Context: an optimization exercise on an open-source flow, tuned for small area, a short achievable clock period and few clock cycles per item. The choices shown serve that exercise and are no tape-out recipe. Power is estimated from default activity; no workload was simulated.

==> module simon128_256, before the edit <==
module simon128_256 (
  input  wire          clk       ,
  input  wire          rst       ,
  input  wire          key_valid ,
  output logic         key_ready ,
  input  wire  [255:0] key       ,
  input  wire          in_valid  ,
  output logic         in_ready  ,
  input  wire  [127:0] in_data   ,
  output logic         out_valid ,
  input  wire          out_ready ,
  output logic [127:0] out_data
);
  localparam integer R = 2;            
  localparam integer N = 72 / R;       
  localparam logic [61:0] Z4 = 62'b11010001111001101011011000100000010111000011001010010011101111;
  function automatic logic zbit(input integer i);
    zbit = Z4[61 - (i % 62)];
  endfunction
  function automatic logic [63:0] rol(input logic [63:0] v, input integer n);
    rol = (v << n) | (v >> (64 - n));
  endfunction
  function automatic logic [63:0] ror(input logic [63:0] v, input integer n);
    ror = (v >> n) | (v << (64 - n));
  endfunction
  logic [255:0] kreg;        
  logic [255:0] ks;          
  logic [ 63:0] x, y;        
  logic         idle;        
  logic         busy;        
  logic [  5:0] cnt;
  logic         last;
  assign key_ready = 1'b1;
  assign in_ready  = idle;
  assign out_data  = {x, y};
  assign last      = (cnt == N - 1);
  function automatic logic [R-1:0] zrom(input logic [5:0] c);
    zrom = '0;
    for (int i = 0; i < N; i++)
      if (c == i)
        for (int j = 0; j < R; j++)
          zrom[j] = zbit(R * i + j);
  endfunction
  logic [R-1:0] zc;
  always_ff @(posedge clk) begin
    if (!busy) zc <= zrom(6'd0);
    else       zc <= zrom(cnt + 6'd1);
  end
  logic [63:0] w [0:R+3];
  logic [63:0] t [0:R-1];
  always_comb begin
    for (int j = 0; j < 4; j++) w[j] = ks[64*j +: 64];
    for (int j = 0; j < R; j++) begin
      t[j]   = ror(w[j+3], 3) ^ w[j+1];
      w[j+4] = ~w[j] ^ t[j] ^ ror(t[j], 1) ^ {63'd0, zc[j]} ^ 64'd3;
    end
  end
  logic [63:0] xs [0:R];
  logic [63:0] ys [0:R];
  always_comb begin
    xs[0] = x;
    ys[0] = y;
    for (int j = 0; j < R; j++) begin
      xs[j+1] = ys[j] ^ (rol(xs[j], 1) & rol(xs[j], 8)) ^ rol(xs[j], 2) ^ w[j];
      ys[j+1] = xs[j];
    end
  end
  localparam integer NC = 8;
  logic [NC-1:0] idle_c, busy_c, ov_c;
  assign idle      = idle_c[0];
  assign busy      = busy_c[0];
  assign out_valid = ov_c[0];
  logic [127:0] s_q, s_d;
  assign s_d = {xs[R], ys[R]};
  assign {x, y} = s_q;
  for (genvar c = 0; c < NC; c++) begin : g_ctl
    always_ff @(posedge clk) begin
      if (rst) begin
        idle_c[c] <= 1'b1;
        busy_c[c] <= 1'b0;
        ov_c[c]   <= 1'b0;
      end else begin
        if (idle_c[c]) begin
          idle_c[c] <= ~in_valid;
          busy_c[c] <= in_valid;
        end else if (busy_c[c]) begin
          if (last) begin
            busy_c[c] <= 1'b0;
            ov_c[c]   <= 1'b1;
          end
        end else if (out_ready) begin
          ov_c[c]   <= 1'b0;
          idle_c[c] <= 1'b1;
        end
      end
    end
    localparam integer SW = 128 / NC;
    localparam integer KW = 256 / NC;
    always_ff @(posedge clk) begin
      if (idle_c[c])      s_q[SW*c +: SW] <= in_data[SW*c +: SW];
      else if (!ov_c[c])  s_q[SW*c +: SW] <= s_d[SW*c +: SW];
    end
    always_ff @(posedge clk) begin
      if (idle_c[c]) ks[KW*c +: KW] <= kreg[KW*c +: KW];
      else           ks[KW*c +: KW] <= {w[R+3], w[R+2], w[R+1], w[R]} >> (KW*c);
    end
  end
  always_ff @(posedge clk) begin
    if (key_valid) kreg <= key;
  end
  always_ff @(posedge clk) begin
    if (!busy) cnt <= '0;
    else       cnt <= cnt + 1'b1;
  end
endmodule
clock: 5.0 ns
lec_check: 0
cap_margin: 20
core_margin: 2
core_utilization: 40
slew_margin: 20
synth_memory_max_bits: 8192
standard.sh (not shown) runs the stock make flow with config.mk's settings and CLKGATE_MAP_FILE= SYNTH_SCRIPT=/design/flow/synth_recipe.tcl, a recipe that flattens the netlist after the stock synthesis.
==> flow/flow/run.sh <==
#!/bin/bash
set -euo pipefail
export BUFFER_PORTS_ARGS="-buffer_cell sky130_fd_sc_hd__buf_1"
bash standard.sh finish > standard_flow.log 2>&1
Next try:
--- a/flow/design.v
+++ b/flow/design.v
@@ -32,23 +32,19 @@
   logic [  5:0] cnt;
   logic         last;
   assign key_ready = 1'b1;
   assign in_ready  = idle;
   assign out_data  = {x, y};
-  assign last      = (cnt == N - 1);
-  function automatic logic [R-1:0] zrom(input logic [5:0] c);
-    zrom = '0;
-    for (int i = 0; i < N; i++)
-      if (c == i)
-        for (int j = 0; j < R; j++)
-          zrom[j] = zbit(R * i + j);
+  function automatic logic [6:0] zinit();
+    for (int j = 0; j < 7; j++) zinit[j] = zbit(j);
   endfunction
-  logic [R-1:0] zc;
-  always_ff @(posedge clk) begin
-    if (!busy) zc <= zrom(6'd0);
-    else       zc <= zrom(cnt + 6'd1);
-  end
+  function automatic logic [6:0] zadv(input logic [6:0] zs);
+    logic [R+6:0] e;
+    e[6:0] = zs;
+    for (int j = 7; j < R + 7; j++) e[j] = e[j-2] ^ e[j-3] ^ e[j-7];
+    zadv = e[R +: 7];
+  endfunction
   logic [63:0] w [0:R+3];
   logic [63:0] t [0:R-1];
   always_comb begin
     for (int j = 0; j < 4; j++) w[j] = ks[64*j +: 64];
     for (int j = 0; j < R; j++) begin
@@ -111,6 +107,18 @@
   end
   always_ff @(posedge clk) begin
     if (!busy) cnt <= '0;
     else       cnt <= cnt + 1'b1;
   end
+  logic [6:0]   zs;
+  logic [R-1:0] zc;
+  assign zc = zs[R-1:0];
+  always_ff @(posedge clk) begin
+    if (rst)      zs <= zinit();
+    else if (busy & ~last) zs <= zadv(zs);
+    else          zs <= zinit();
+  end
+  always_ff @(posedge clk) begin
+    if (rst) last <= 1'b0;
+    else     last <= busy & (cnt == N - 2);
+  end
 endmodule
After rerunning: The changed run passed the timing, DRC and antenna checks; power rose by 0.73%; wire length fell by 2.9%; sequential share of layout area fell by 0.49 points; final area rose by 1.7%; clock skew is about the same; area after synthesis rose by about 1.6%; first-iteration DRC count fell by about 1.8%; die area rose by 1.6%; via count fell by about 5%; hold slack degrades by 0.024 ns.
Function was not checked in any run of this note: the RTL went through the layout flow alone.

## afterwards: timing with drivers on the ports
The flow's constraints put no driver on any port. The routed layouts listed below were extracted and timed again, unchanged, in two steps.
Step 1, drivers: a clkbuf_16 drives clk and a buf_2 each remaining input, both assumed.
Step 2 also shifts input and output timing later by t, the mid clock arrival at the registers, as if the neighbouring blocks saw the same clock.
Three values: ideal ports, drivers, drivers and shift; two values: the first two.
run | shift t [ns] | setup slack, ns | hold WS [ns] | worst setup path at the end | worst slew at a driven data input, ns
the first run | 0.669 | 1.929 / 1.929 / 1.929 | 0.441 / 0.441 / 0.441 | register to register | 0.12
the second run | 0.679 | 2.219 / 2.155 / 2.418 | 0.417 / 0.417 / 0.417 | input to register | 0.13
After both steps every run listed still meets setup and hold.
